From an optimization exercise on the open Yosys and OpenROAD flow, aimed at a short achievable clock period; shortcuts taken in it are not production practice. The RTL was checked by simulation tests, not by an equivalence proof against the original design.

// OM_top
module OM_top(x,y,z,clk,nReset,xY,yX);
parameter Stage_all = 19;
parameter N = Stage_all - 3;
parameter WL = 2*N;
parameter WL_out = 2*Stage_all;
	input [WL-1:0] x;
	input [WL-1:2] y;
	output [WL_out-1:0] z;
	input clk;
	input nReset;
	input [(N+1)*(N-3)+8:0] xY;
	input [(N+1)*(N-3)+6:0] yX;
	reg [WL-1:0] x_reg;
	reg [WL-1:2] y_reg;
	reg [WL-1:0] z_reg;
	wire [WL-1:0] temp_z;
	function dec(input [1:0] dg, input b);
		dec = (dg[1] & ~dg[0] & b) | (~dg[1] & dg[0] & ~b);
	endfunction
	wire [2:0] Ws1;
	assign Ws1[0] = (x_reg[1] ^ x_reg[0]) & xY[0];
	assign Ws1[1] = (x_reg[0] & (xY[1] ^ xY[0])) | (x_reg[1] & xY[1]);
	assign Ws1[2] = (~xY[1] & xY[0] & x_reg[0]) | (xY[1] & x_reg[1]);
	wire [4:0] a2, d2, b2, s2;
	wire [5:0] h2;
	genvar i, j;
	generate
		for (i=0;i<5;i=i+1) begin:g2
			assign a2[i] = dec(x_reg[3:2], xY[2+(i<3?i:2)]);
			assign d2[i] = dec(y_reg[3:2], yX[(i<3?i:2)]);
		end
	endgenerate
	assign b2 = {Ws1, 2'b00};
	assign s2[0] = a2[0] ^ d2[0] ^ y_reg[2];
	wire [5:1] c2o;    
	assign c2o[1] = (a2[0] & d2[0]) | (a2[0] & y_reg[2]) | (d2[0] & y_reg[2]);
	assign h2[0] = 1'b0;
	generate
		for (i=1;i<5;i=i+1) begin:g2c
			wire s1 = a2[i] ^ b2[i];
			assign h2[i] = a2[i] & b2[i];
			assign s2[i] = s1 ^ d2[i] ^ h2[i-1];
			assign c2o[i+1] = (s1 & d2[i]) | (s1 & h2[i-1]) | (d2[i] & h2[i-1]);
		end
	endgenerate
	wire [5:0] Ws_s2 = {s2, 1'b0};
	wire [5:0] Wc_s2 = {c2o[4:1], x_reg[2], 1'b0};
	wire [6:0] a3, d3, s3;
	wire [6:0] h3;
	wire [7:1] c3o;
	generate
		for (i=0;i<7;i=i+1) begin:g3
			assign a3[i] = dec(x_reg[5:4], xY[5+(i<4?i:3)]);
			assign d3[i] = dec(y_reg[5:4], yX[3+(i<4?i:3)]);
		end
	endgenerate
	assign s3[0] = a3[0] ^ d3[0] ^ y_reg[4];
	assign c3o[1] = (a3[0] & d3[0]) | (a3[0] & y_reg[4]) | (d3[0] & y_reg[4]);
	assign h3[0] = 1'b0;
	generate
		for (i=1;i<7;i=i+1) begin:g3c
  ...
Settings: LEC_CHECK=0, CAP_MARGIN=20, CORE_MARGIN=2, CORE_UTILIZATION=40, SLEW_MARGIN=20; clock period 22.0 ns.
standard.sh (not shown) runs the stock make flow with config.mk's settings and CLKGATE_MAP_FILE= SYNTH_SCRIPT=/design/flow/synth_recipe.tcl, a recipe that flattens the netlist after the stock synthesis.
==> flow/flow/run.sh <==
#!/bin/bash
set -euo pipefail
W=$PWD
R=$W/orfs/results/sky130hd/OM_top/base
LIB=$FLOW_HOME/platforms/sky130hd/lib/sky130_fd_sc_hd__tt_025C_1v80.lib
DU=$(cat $W/flow/dont_use.txt)
bash standard.sh ADDER_MAP_FILE= $R/1_2_yosys.v > synth_flow.log 2>&1
cp $R/1_2_yosys.v $W/1_2_yosys_std.v
printf 'set_driving_cell sky130_fd_sc_hd__buf_1\nset_load 5\n' > $W/abc_resynth.constr
cat > $W/resynth.ys <<EOT
read_liberty -ignore_miss_func $LIB
setattr -mod -set keep_hierarchy 1 sky130_fd_sc_hd__df*
read_verilog $W/1_2_yosys_std.v
hierarchy -top OM_top
flatten
opt_clean -purge
delete A:keep_hierarchy
read_liberty -lib -nooverwrite $LIB
abc -script $W/flow/abc_delay.script -liberty $LIB $DU -constr $W/abc_resynth.constr -D 10 OM_top
opt_clean -purge
hilomap -singleton -hicell sky130_fd_sc_hd__conb_1 HI -locell sky130_fd_sc_hd__conb_1 LO OM_top
splitnets OM_top
insbuf -buf sky130_fd_sc_hd__buf_4 A X OM_top
opt_clean -purge
check -assert OM_top
stat -liberty $LIB OM_top
select OM_top
write_verilog -noattr -nohex -nodec -selected $W/1_2_yosys_resynth.v
EOT
yosys -l $W/resynth.log -s $W/resynth.ys > /dev/null 2>&1
cp $W/1_2_yosys_resynth.v $R/1_2_yosys.v
bash standard.sh ADDER_MAP_FILE= SETUP_SLACK_MARGIN=15 finish > standard_flow.log 2>&1
==> flow/flow/abc_delay.script <==
strash
dch -f
map -D 10
strash
dch -f
map -D 10
strash
dch -f
map -D 10
topo
buffer -c
upsize -c
dnsize -c
Other scripts of this flow, unchanged in this note and not shown: flow/flow/dont_use.txt
Edit:
--- a/flow/flow/run.sh
+++ b/flow/flow/run.sh
@@ -31,2 +31,2 @@
 cp $W/1_2_yosys_resynth.v $R/1_2_yosys.v
-bash standard.sh ADDER_MAP_FILE= SETUP_SLACK_MARGIN=15 finish > standard_flow.log 2>&1
+bash standard.sh ADDER_MAP_FILE= SETUP_SLACK_MARGIN=12 finish > standard_flow.log 2>&1
The new run finished with timing, DRC and antenna clean; final cell count falls by about 2.5%; clock-buffer cell count is unchanged; core utilization is lower by 5.5 points; synthesized area stays the same.
Edit:
==> flow/flow/abc_delay.script (replaced) <==
&get -n
&st
&b -d
&syn2
&dch -f
&if -g -K 6
&sopb
&dsdb
&synch2
&nf
&st
&b -d
&dch -f
&if -g -K 6
&sopb
&synch2
&nf
&st
&syn2
&if -g -K 6
&synch2
&nf
&st
&syn2
&if -g -K 6
&synch2
&nf
&put
buffer -c
topo
stime -c
upsize -c
dnsize -c
=>
- maximum frequency drops by 17%
- count of clock-buffer cells in the layout is higher by 1
- synthesized cell count shrinks by 42%
- first-iteration DRC count drops by 64%
- cell area is lower by 23%
Edit:
==> flow/flow/abc_delay.script (replaced) <==
strash
dch -f
map -D 10
topo
buffer -c
upsize -c
dnsize -c
What happened:
- non-clock buffer count came out higher by 132
- first-iteration DRC count rose to 3.2 times its value
- hold slack improves by 0.068 ns
- area after synthesis goes up by a quarter to a third
- design area goes up by a quarter to a third
- core utilization grows by 0.57 points
- global-route usage came out higher by 4.4 points
- sequential share of layout area goes down by 1.8 points
- setup slack improves by 2.0 ns
- critical path depth came out higher by 7
Edit:
==> flow/flow/abc_delay.script (replaced) <==
strash
dch -f
map -D 10
strash
dch -f
map -D 10
strash
dch -f
map -D 10
topo
buffer -c
upsize -c
dnsize -c
Settings changed: CORE_UTILIZATION 40 to 50.
Result: The changed run ran to the end with no violations; hold slack is better by 0.049 ns; count of clock-buffer cells in the layout drops by 1; critical path depth drops by 5; area after synthesis drops by about 0.7%; final area drops by about 1%.


== try-maple ==
OM_top again, from the RTL that the note above started with.
clock: 22.0 ns
lec_check: 0
cap_margin: 20
core_margin: 2
core_utilization: 40
gpl_routability_driven: 0
slew_margin: 20
==> flow/flow/run.sh <==
#!/bin/bash
set -euo pipefail
W=$PWD
R=$W/orfs/results/sky130hd/OM_top/base
LIB=$FLOW_HOME/platforms/sky130hd/lib/sky130_fd_sc_hd__tt_025C_1v80.lib
DU=$(cat $W/flow/dont_use.txt)
bash standard.sh ADDER_MAP_FILE= $R/1_2_yosys.v > synth_flow.log 2>&1
cp $R/1_2_yosys.v $W/1_2_yosys_std.v
printf 'set_driving_cell sky130_fd_sc_hd__buf_1\nset_load 5\n' > $W/abc_resynth.constr
cat > $W/resynth.ys <<EOT
read_liberty -ignore_miss_func $LIB
setattr -mod -set keep_hierarchy 1 sky130_fd_sc_hd__df*
read_verilog $W/1_2_yosys_std.v
hierarchy -top OM_top
flatten
opt_clean -purge
delete A:keep_hierarchy
read_liberty -lib -nooverwrite $LIB
abc -script $W/flow/abc_delay.script -liberty $LIB $DU -constr $W/abc_resynth.constr -D 10 OM_top
opt_clean -purge
hilomap -singleton -hicell sky130_fd_sc_hd__conb_1 HI -locell sky130_fd_sc_hd__conb_1 LO OM_top
splitnets OM_top
insbuf -buf sky130_fd_sc_hd__buf_4 A X OM_top
opt_clean -purge
check -assert OM_top
stat -liberty $LIB OM_top
select OM_top
write_verilog -noattr -nohex -nodec -selected $W/1_2_yosys_resynth.v
EOT
yosys -l $W/resynth.log -s $W/resynth.ys > /dev/null 2>&1
cp $W/1_2_yosys_resynth.v $R/1_2_yosys.v
bash standard.sh ADDER_MAP_FILE= SETUP_SLACK_MARGIN=12 finish > standard_flow.log 2>&1
Other scripts of this flow, unchanged in this note and not shown: flow/flow/abc_delay.script, flow/flow/dont_use.txt
try-maple finished end to end and its layout was clean on timing, DRC and antenna.
For try-garnet, these inputs were changed with respect to try-maple:
- a deleted GPL_ROUTABILITY_DRIVEN that had been 0
-- flow/flow/run.sh --
<<< try-maple, line 31
cp $W/1_2_yosys_resynth.v $R/1_2_yosys.v
bash standard.sh ADDER_MAP_FILE= SETUP_SLACK_MARGIN=12 finish > standard_flow.log 2>&1
>>> try-garnet, line 31
cp $W/1_2_yosys_resynth.v $R/1_2_yosys.v
bash standard.sh ADDER_MAP_FILE= SETUP_SLACK_MARGIN=12 SETUP_MOVE_SEQUENCE=unbuffer,sizeup,swap,clone finish > standard_flow.log 2>&1
Findings:
- try-garnet vs try-maple: maximum frequency down slightly
- Per the comparison of try-garnet with try-maple, multi-input combinational cell area lost 3.9%; detailed-route wire length per cell went down; synthesized cell count now sits at about the same level.
- Looking only at instance count on the critical path, and setting everything else aside, the lower value of try-maple and try-garnet goes to try-garnet.
Changes in try-tundra relative to try-garnet:
-- flow/flow/run.sh --
<<< try-garnet, line 31
cp $W/1_2_yosys_resynth.v $R/1_2_yosys.v
bash standard.sh ADDER_MAP_FILE= SETUP_SLACK_MARGIN=12 SETUP_MOVE_SEQUENCE=unbuffer,sizeup,swap,clone finish > standard_flow.log 2>&1
>>> try-tundra, line 31
cp $W/1_2_yosys_resynth.v $R/1_2_yosys.v
# The layout also leaves out the platform's delay cells (dlygate, dlymetal, clkdlybuf),
# which the resizer otherwise sometimes picks as the port buffer on the critical input path.
bash standard.sh ADDER_MAP_FILE= SETUP_SLACK_MARGIN=12 "DONT_USE_CELLS=$(cat $W/flow/layout_dont_use.txt)" finish > standard_flow.log 2>&1
==> flow/flow/layout_dont_use.txt (new file) <==
sky130_fd_sc_hd__probe_p_8 sky130_fd_sc_hd__probec_p_8 sky130_fd_sc_hd__lpflow_bleeder_1 sky130_fd_sc_hd__lpflow_clkbufkapwr_1 sky130_fd_sc_hd__lpflow_clkbufkapwr_16 sky130_fd_sc_hd__lpflow_clkbufkapwr_2 sky130_fd_sc_hd__lpflow_clkbufkapwr_4 sky130_fd_sc_hd__lpflow_clkbufkapwr_8 sky130_fd_sc_hd__lpflow_clkinvkapwr_1 sky130_fd_sc_hd__lpflow_clkinvkapwr_16 sky130_fd_sc_hd__lpflow_clkinvkapwr_2 sky130_fd_sc_hd__lpflow_clkinvkapwr_4 sky130_fd_sc_hd__lpflow_clkinvkapwr_8 sky130_fd_sc_hd__lpflow_decapkapwr_12 sky130_fd_sc_hd__lpflow_decapkapwr_3 sky130_fd_sc_hd__lpflow_decapkapwr_4 sky130_fd_sc_hd__lpflow_decapkapwr_6 sky130_fd_sc_hd__lpflow_decapkapwr_8 sky130_fd_sc_hd__lpflow_inputiso0n_1 sky130_fd_sc_hd__lpflow_inputiso0p_1 sky130_fd_sc_hd__lpflow_inputiso1n_1 sky130_fd_sc_hd__lpflow_inputiso1p_1 sky130_fd_sc_hd__lpflow_inputisolatch_1 sky130_fd_sc_hd__lpflow_isobufsrc_1 sky130_fd_sc_hd__lpflow_isobufsrc_16 sky130_fd_sc_hd__lpflow_isobufsrc_2 sky130_fd_sc_hd__lpflow_isobufsrc_4 sky130_fd_sc_hd__lpflow_isobufsrc_8 sky130_fd_sc_hd__lpflow_isobufsrckapwr_16 sky130_fd_sc_hd__lpflow_lsbuf_lh_hl_isowell_tap_1 sky130_fd_sc_hd__lpflow_lsbuf_lh_hl_isowell_tap_2 sky130_fd_sc_hd__lpflow_lsbuf_lh_hl_isowell_tap_4 sky130_fd_sc_hd__lpflow_lsbuf_lh_isowell_4 sky130_fd_sc_hd__lpflow_lsbuf_lh_isowell_tap_1 sky130_fd_sc_hd__lpflow_lsbuf_lh_isowell_tap_2 sky130_fd_sc_hd__lpflow_lsbuf_lh_isowell_tap_4 sky130_fd_sc_hd__fill_1 sky130_fd_sc_hd__fill_2 sky130_fd_sc_hd__fill_4 sky130_fd_sc_hd__fill_8 sky130_fd_sc_hd__clkdlybuf4s15_1 sky130_fd_sc_hd__clkdlybuf4s15_2 sky130_fd_sc_hd__clkdlybuf4s18_1 sky130_fd_sc_hd__clkdlybuf4s18_2 sky130_fd_sc_hd__clkdlybuf4s25_1 sky130_fd_sc_hd__clkdlybuf4s25_2 sky130_fd_sc_hd__clkdlybuf4s50_1 sky130_fd_sc_hd__clkdlybuf4s50_2 sky130_fd_sc_hd__dlygate4sd1_1 sky130_fd_sc_hd__dlygate4sd2_1 sky130_fd_sc_hd__dlygate4sd3_1 sky130_fd_sc_hd__dlymetal6s2s_1 sky130_fd_sc_hd__dlymetal6s4s_1 sky130_fd_sc_hd__dlymetal6s6s_1 
## What came out
Density: try-tundra sparser than try-garnet
For the instance count on the critical path, try-tundra came in 6 higher than try-garnet did.
Diff try-garnet -> try-tundra | total length of routed wires | down slightly
Setup slack was lower in the run labelled try-garnet.


lane 1:
The RTL this note starts from:
==> flow/design.v <==
`timescale 1ns / 1ps
module OM_top(x,y,z,clk,nReset,xY,yX);
parameter Stage_all = 19;
parameter N = Stage_all - 3;
parameter WL = 2*N;
parameter WL_out = 2*Stage_all;
	input [WL-1:0] x;
	input [WL-1:2] y;
	output [WL_out-1:0] z;
	input clk;
	input nReset;
	input [(N+1)*(N-3)+8:0] xY;
	input [(N+1)*(N-3)+6:0] yX;
	reg [WL-1:0] x_reg;
	reg [WL-1:2] y_reg;
	reg [WL-1:0] z_reg;
	wire [WL-1:0] temp_z;
	function dec(input [1:0] dg, input b);
		dec = (dg[1] & ~dg[0] & b) | (~dg[1] & dg[0] & ~b);
	endfunction
	wire [2:0] Ws1;
	assign Ws1[0] = (x_reg[1] ^ x_reg[0]) & xY[0];
	assign Ws1[1] = (x_reg[0] & (xY[1] ^ xY[0])) | (x_reg[1] & xY[1]);
	assign Ws1[2] = (~xY[1] & xY[0] & x_reg[0]) | (xY[1] & x_reg[1]);
	wire [4:0] a2, d2, b2, s2;
	wire [5:0] h2;
	genvar i, j;
	generate
		for (i=0;i<5;i=i+1) begin:g2
			assign a2[i] = dec(x_reg[3:2], xY[2+(i<3?i:2)]);
			assign d2[i] = dec(y_reg[3:2], yX[(i<3?i:2)]);
		end
	endgenerate
	assign b2 = {Ws1, 2'b00};
	assign s2[0] = a2[0] ^ d2[0] ^ y_reg[2];
	wire [5:1] c2o;    
	assign c2o[1] = (a2[0] & d2[0]) | (a2[0] & y_reg[2]) | (d2[0] & y_reg[2]);
	assign h2[0] = 1'b0;
	generate
		for (i=1;i<5;i=i+1) begin:g2c
			wire s1 = a2[i] ^ b2[i];
			assign h2[i] = a2[i] & b2[i];
			assign s2[i] = s1 ^ d2[i] ^ h2[i-1];
			assign c2o[i+1] = (s1 & d2[i]) | (s1 & h2[i-1]) | (d2[i] & h2[i-1]);
		end
	endgenerate
	wire [5:0] Ws_s2 = {s2, 1'b0};
	wire [5:0] Wc_s2 = {c2o[4:1], x_reg[2], 1'b0};
	wire [6:0] a3, d3, s3;
	wire [6:0] h3;
	wire [7:1] c3o;
	generate
		for (i=0;i<7;i=i+1) begin:g3
			assign a3[i] = dec(x_reg[5:4], xY[5+(i<4?i:3)]);
			assign d3[i] = dec(y_reg[5:4], yX[3+(i<4?i:3)]);
		end
	endgenerate
	assign s3[0] = a3[0] ^ d3[0] ^ y_reg[4];
	assign c3o[1] = (a3[0] & d3[0]) | (a3[0] & y_reg[4]) | (d3[0] & y_reg[4]);
	assign h3[0] = 1'b0;
	generate
		for (i=1;i<7;i=i+1) begin:g3c
			wire bb = Ws_s2[i-1];
			wire cc = Wc_s2[i-1];
			wire s1 = a3[i] ^ bb ^ cc;
			assign h3[i] = (a3[i] & bb) | (a3[i] & cc) | (bb & cc);
			assign s3[i] = s1 ^ d3[i] ^ h3[i-1];
			assign c3o[i+1] = (s1 & d3[i]) | (s1 & h3[i-1]) | (d3[i] & h3[i-1]);
		end
	endgenerate
	wire [6:0] Ws_s3 = s3;
	wire [6:0] Wc_s3 = {c3o[6:1], x_reg[4]};
	wire [20:1] Ws [0:16];
	wire [20:1] Wc [0:16];
	assign Ws[0] = {Ws_s3, 13'b0};
	assign Wc[0] = {Wc_s3, 13'b0};
	generate
		for (j=0;j<16;j=j+1) begin:row
			wire [2:0] W = Ws[j][20:18] + Wc[j][20:18];
			assign temp_z[2*j+1] = ~W[2] & (W[1] | W[0]);
			assign temp_z[2*j]   = W[2] & (~W[1] | ~W[0]);
			wire p = ((W[2] | W[0]) & ~W[1]) | (W[2] & W[0]);
			if (j < 13) begin:csa
				wire [1:0] xd = x_reg[2*j+7:2*j+6];
				wire [1:0] yd = y_reg[2*j+7:2*j+6];
				wire [17:0] a, d, s;
				wire [17:0] h;
				wire [18:1] co;
				for (i=0;i<18;i=i+1) begin:dd
					assign a[i] = dec(xd, xY[17*j+9+(i<17?i:16)]);
					assign d[i] = dec(yd, yX[17*j+7+(i<17?i:16)]);
				end
				assign s[0] = a[0] ^ d[0] ^ yd[0];
				assign co[1] = (a[0] & d[0]) | (a[0] & yd[0]) | (d[0] & yd[0]);
				assign h[0] = 1'b0;
				for (i=1;i<18;i=i+1) begin:cc
					wire bb = Ws[j][i];
					wire cc = Wc[j][i];
					wire s1 = a[i] ^ bb ^ cc;
					assign h[i] = (a[i] & bb) | (a[i] & cc) | (bb & cc);
					assign s[i] = s1 ^ d[i] ^ h[i-1];
					assign co[i+1] = (s1 & d[i]) | (s1 & h[i-1]) | (d[i] & h[i-1]);
				end
				assign Ws[j+1] = {p, W[0], s};
				assign Wc[j+1] = {2'b00, co[17:1], xd[0]};
			end else begin:lsb
				assign Ws[j+1] = {p, W[0], Ws[j][17:1], 1'b0};
				assign Wc[j+1] = {2'b00, Wc[j][17:1], 1'b0};
			end
		end
	endgenerate
	always @ (posedge clk or negedge nReset)
	begin
		if(!nReset)
			{x_reg,y_reg,z_reg} <= 'b0;
		else begin
			z_reg	<= temp_z;
			x_reg	<= x;
			y_reg	<= y;
		end
	end
	assign z = {z_reg,6'b0};
endmodule
Settings: LEC_CHECK=0, CAP_MARGIN=20, CORE_MARGIN=2, CORE_UTILIZATION=40, SLEW_MARGIN=20; clock period 22.0 ns.
==> flow/flow/run.sh <==
#!/bin/bash
set -euo pipefail
W=$PWD
R=$W/orfs/results/sky130hd/OM_top/base
LIB=$FLOW_HOME/platforms/sky130hd/lib/sky130_fd_sc_hd__tt_025C_1v80.lib
DU=$(cat $W/flow/dont_use.txt)
bash standard.sh ADDER_MAP_FILE= $R/1_2_yosys.v > synth_flow.log 2>&1
cp $R/1_2_yosys.v $W/1_2_yosys_std.v
printf 'set_driving_cell sky130_fd_sc_hd__buf_1\nset_load 5\n' > $W/abc_resynth.constr
cat > $W/resynth.ys <<EOT
read_liberty -ignore_miss_func $LIB
setattr -mod -set keep_hierarchy 1 sky130_fd_sc_hd__df*
read_verilog $W/1_2_yosys_std.v
hierarchy -top OM_top
flatten
opt_clean -purge
delete A:keep_hierarchy
read_liberty -lib -nooverwrite $LIB
abc -script $W/flow/abc_delay.script -liberty $LIB $DU -constr $W/abc_resynth.constr -D 10 OM_top
opt_clean -purge
hilomap -singleton -hicell sky130_fd_sc_hd__conb_1 HI -locell sky130_fd_sc_hd__conb_1 LO OM_top
splitnets OM_top
insbuf -buf sky130_fd_sc_hd__buf_4 A X OM_top
opt_clean -purge
check -assert OM_top
stat -liberty $LIB OM_top
select OM_top
write_verilog -noattr -nohex -nodec -selected $W/1_2_yosys_resynth.v
EOT
yosys -l $W/resynth.log -s $W/resynth.ys > /dev/null 2>&1
cp $W/1_2_yosys_resynth.v $R/1_2_yosys.v
bash standard.sh ADDER_MAP_FILE= SETUP_SLACK_MARGIN=12 finish > standard_flow.log 2>&1
==> flow/flow/abc_delay.script <==
strash
dch -f
map -D 10
strash
dch -f
map -D 10
strash
dch -f
map -D 10
topo
Other scripts of this flow, unchanged in this note and not shown: flow/flow/dont_use.txt
Setup changes, lane 1 to lane 2
Settings: PLACE_DENSITY now 0.75, previously not set.
==> flow/flow/abc_delay.script <==
strash
dch -f
map -D 10
strash
dch -f
map -D 10
strash
dch -f
map -D 10
topo
buffer -c
upsize -c
dnsize -c
--- outcome ---
- Setup WNS lane 1 -> lane 2: worse
- Lane 2 — core utilization 0.29 points higher, lane 1 as reference
- Relative to lane 1, initial antenna violation count has increased by about 90% in lane 2.
- Compared with lane 1, lane 2 ends up with more cell area.

static timing again, ports no longer ideal:
The results above use ideal ports. As a check the final layouts listed here were re-extracted and re-timed, cells and wires unchanged. Step 1 (the two cells are an assumption about what drives the block):
set clk [get_ports {clk}]
set_driving_cell -lib_cell sky130_fd_sc_hd__clkbuf_16 $clk
set_driving_cell -lib_cell sky130_fd_sc_hd__buf_2 [delete_from_list [all_inputs] $clk]
Step 2 moves the port delays by t, midway between the first and last clock arrival at a register: inputs arrive t later, outputs are due t later. That takes back most of the time a late clock gives input paths. Slacks: ideal ports / drivers / drivers and shift; pairs: ideal ports / drivers.
| run | t (ns) | setup slack, ns | worst hold slack (ns) |
|---|---|---|---|
| the first run of note 1 | 0.482 | 10.959 / 10.966 / 10.484 | 1.230 / 1.230 / 1.230 |
| the second run of note 1 | 0.478 | 11.064 / 11.108 / 10.630 | 1.181 / 1.181 / 1.181 |
| the third run of note 1 | 0.455 | 8.824 / 8.845 / 8.390 | 1.085 / 1.085 / 1.085 |
| the fourth run of note 1 | 0.479 | 10.830 / 10.868 / 10.390 | 1.153 / 1.153 / 1.153 |
| the fifth run of note 1 | 0.474 | 10.487 / 10.529 / 10.055 | 1.202 / 1.202 / 1.202 |
| try-maple | 0.478 | 11.100 / 11.118 / 10.640 | 1.188 / 1.188 / 1.188 |
| try-garnet | 0.479 | 11.025 / 11.062 / 10.584 | 1.166 / 1.166 / 1.166 |
| try-tundra | 0.474 | 11.057 / 11.106 / 10.632 | 1.186 / 1.186 / 1.186 |
| lane 1 | 0.474 | 11.009 / 11.023 / 10.549 | 1.157 / 1.157 / 1.157 |
| lane 2 | 0.483 | 10.491 / 10.532 / 10.049 | 1.204 / 1.204 / 1.204 |
After both steps every run listed still meets setup and hold. The setup slack of the first run of note 1, which loses most, moves by +0.007 ns with the drivers and by -0.475 ns with both steps.
